From an optimization exercise on the open Yosys and OpenROAD flow, aimed at small area and a short achievable clock period; shortcuts taken in it are not production practice.
Only simulation tests tie the RTL to the original design; equivalence was not proved.

==> build 87: inputs <==
Design aipp_coherent_phase_recovery, start of the top module:
module aipp_coherent_phase_recovery (
    input wire clk_local_ref,
    input wire rst_n,
    input wire [127:0] optical_in,
    input wire lock_enable,
    output reg clk_omega_out,
    output reg phase_locked,
    output reg [15:0] phase_error
);
    reg [31:1] pa_r;
    reg [15:1] lf_r;
    reg pc16;
    wire [31:0] pa = {pa_r, 1'b0};
    wire [15:0] lf = {lf_r, 1'b0};
    wire [15:0] pe = phase_error;
    wire [15:0] opt = optical_in[15:0];
    wire [15:0] pa_hi_n = ~pa[31:16];
    wire pc16_n = ~pc16;
    wire [15:0] peg = pe & {16{lock_enable}};
    wire [15:0] lfg = lf & {16{lock_enable}};
    wire pc16g = pc16;
    wire t1 = lf[6] ^ pe[4];
    wire t2 = lf[6] & pe[4];
    wire t3 = lf[7] ^ pe[5] ^ pe[2];
    wire t4 = (lf[7] & pe[5]) | (lf[7] & pe[2]) | (pe[5] & pe[2]);
    wire t5 = lf[8] ^ pe[6] ^ pe[3];
    wire t6 = (lf[8] & pe[6]) | (lf[8] & pe[3]) | (pe[6] & pe[3]);
    wire t7 = lf[9] ^ pe[7] ^ pe[4];
    wire t8 = (lf[9] & pe[7]) | (lf[9] & pe[4]) | (pe[7] & pe[4]);
    wire t9 = lf[10] ^ pe[8] ^ pe[5];
    wire t10 = (lf[10] & pe[8]) | (lf[10] & pe[5]) | (pe[8] & pe[5]);
    wire t11 = lf[11] ^ pe[9] ^ pe[6];
    wire t12 = (lf[11] & pe[9]) | (lf[11] & pe[6]) | (pe[9] & pe[6]);
    wire t13 = lf[12] ^ pe[10] ^ pe[7];
    wire t14 = (lf[12] & pe[10]) | (lf[12] & pe[7]) | (pe[10] & pe[7]);
    wire t15 = lf[13] ^ pe[11] ^ pe[8];
    wire t16 = (lf[13] & pe[11]) | (lf[13] & pe[8]) | (pe[11] & pe[8]);
    wire t17 = lf[14] ^ pe[12] ^ pe[9];
    wire t18 = (lf[14] & pe[12]) | (lf[14] & pe[9]) | (pe[12] & pe[9]);
    wire t19 = lf[15] ^ pe[13] ^ pe[10];
  ...
export LEC_CHECK = 0
export CAP_MARGIN = 20
export CORE_MARGIN = 2
export CORE_UTILIZATION = 40
export PLACE_DENSITY = 0.6
export SETUP_SLACK_MARGIN = 1.0
export SLEW_MARGIN = 20
create_clock -name core_clock -period 5.5 [get_ports {clk_local_ref}]
standard.sh (not shown) runs the stock make flow with config.mk's settings and CLKGATE_MAP_FILE= SYNTH_SCRIPT=/design/flow/synth_recipe.tcl, a recipe that flattens the netlist after the stock synthesis.
==> flow/flow/run.sh <==
#!/bin/bash
# Own layout flow: the standard ORFS flow (standard.sh), with two changes:
#  - synthesis runs without Yosys's early "abc -fast" pass (SYNTH_ARGS=-noabc), so the full
#    adders that ORFS extracts from the RTL's explicit carry-save logic keep their polarity
#    (no inverter pairs around them); the final ABC mapping is unchanged;
#  - the port buffers that placement inserts are buf_1 cells rather than the default choice.
# Everything else (floorplan, power grid, taps, placement, CTS, routing) is standard.sh unchanged.
set -euo pipefail
export SYNTH_ARGS="-noabc"
export BUFFER_PORTS_ARGS="-buffer_cell sky130_fd_sc_hd__buf_1"
bash standard.sh > standard_make.log 2>&1
==> inputs of trial 16, as changes to build 87 <==
==> flow/run.sh (new file) <==
#!/bin/bash
# synth_recipe.tcl (not shown) runs the flow's synth.tcl, then flattens the netlist and writes it again
# the make line also repeats each setting of config.mk as NAME=value (left out here)
make -C /OpenROAD-flow-scripts/flow DESIGN_CONFIG=/design/flow/config.mk WORK_HOME=/design/flow/orfs CLKGATE_MAP_FILE= SYNTH_SCRIPT=/design/flow/synth_recipe.tcl finish
--- a/flow/config.mk
+++ b/flow/config.mk
@@ -8,6 +8,7 @@
 export CAP_MARGIN = 20
 export CORE_MARGIN = 2
 export CORE_UTILIZATION = 40
+export CTS_BUF_LIST = sky130_fd_sc_hd__clkbuf_4
 export PLACE_DENSITY = 0.6
-export SETUP_SLACK_MARGIN = 1.0
+export SETUP_SLACK_MARGIN = 2.0
 export SLEW_MARGIN = 20
removed: flow/flow/run.sh
removed: flow/standard.sh
==> inputs of build 67, as changes to build 87 <==
==> flow/run.sh (new file) <==
#!/bin/bash
# synth_recipe.tcl (not shown) runs the flow's synth.tcl, then flattens the netlist and writes it again
# the make line also repeats each setting of config.mk as NAME=value (left out here)
make -C /OpenROAD-flow-scripts/flow DESIGN_CONFIG=/design/flow/config.mk WORK_HOME=/design/flow/orfs CLKGATE_MAP_FILE= SYNTH_SCRIPT=/design/flow/synth_recipe.tcl finish
removed: flow/flow/run.sh
removed: flow/standard.sh
==> comparison <==
In trial 16 the setup slack is higher than in build 87, by 290 ps. Against trial 16, the final area of build 87 is smaller by about 12%. In build 67 the register-to-register slack is higher than in build 87, by 80 ps. Of build 87 and build 67, build 67 has the higher via count (gap about 10%, measured against build 67). Sequential share of layout area, highest first: build 87, build 67, trial 16. The lowest fmax belongs to build 87, the highest to trial 16. Between build 67 and build 87, the lower critical path depth is in build 87 (gap 1).
==> figures <==
	trial 16	build 67	build 87
Run status	finished clean	finished clean	finished clean
Fraction of synthesized cell area in xor and xnor cells	0.05107	0.05107	0.05030
Final Critical Period	4023 ps	4230 ps	4313 ps
Row cnt	44	44	43
Final-layout fill cell count	1,297	1,381	1,287
GR Util met1	0.2187	0.2152	0.2018
Critical Path Start	phase_error[13]	phase_error[10]	phase_error[10]
Most frequent cell after synthesis	inv_1	inv_1	fa_1
Ratio of cells with drive above 1 in the final layout	0.2276	0.06250	0.07200
Count of buffers added by post-CTS timing repair for setup	27	0	2
Vias per inst	4.886	4.832	4.988
Path depth of the worst reg2reg path	17	17	16
Met3 layer wire length in the routed design	382 um	463 um	387 um
Normalized max-slew margin	0.4218	0.4032	0.5635
DR WL met2	6531 um	6164 um	5852 um
Hold Slack	490.5 ps	482.1 ps	479.0 ps

port drivers added, routing unchanged:
The results above use ideal ports. As a check the final layouts listed here were re-extracted and re-timed, cells and wires unchanged. Step 1 sets driving cells, clkbuf_16 on the clock port and buf_2 on the other inputs (assumed; they add their load-dependent delay and slew). Step 2 adds t to the input delays and takes it off the output delays; t is the mean of the earliest and latest rising clock arrival at the registers after step 1. Input paths then give back, and output paths get back, about the clock's delay inside the block. a / b / c = no drivers / after step 1 / after step 2; a / b = the first two.
run | t (ns) | slack for setup (ns) | worst data-port slew with drivers (ns) | pins driven straight from the clock port
build 87 | 0.366 | 1.187 / 1.187 / 0.877 | 0.04 | 1
trial 16 | 0.482 | 1.477 / 1.477 / 1.401 | 0.06 | 1
build 67 | 0.372 | 1.270 / 1.270 / 1.007 | 0.03 | 1
After both steps every run listed still meets setup and hold. For build 87, which loses most, drivers alone change the setup slack by 0.000 ns; drivers and shift together by -0.310 ns.
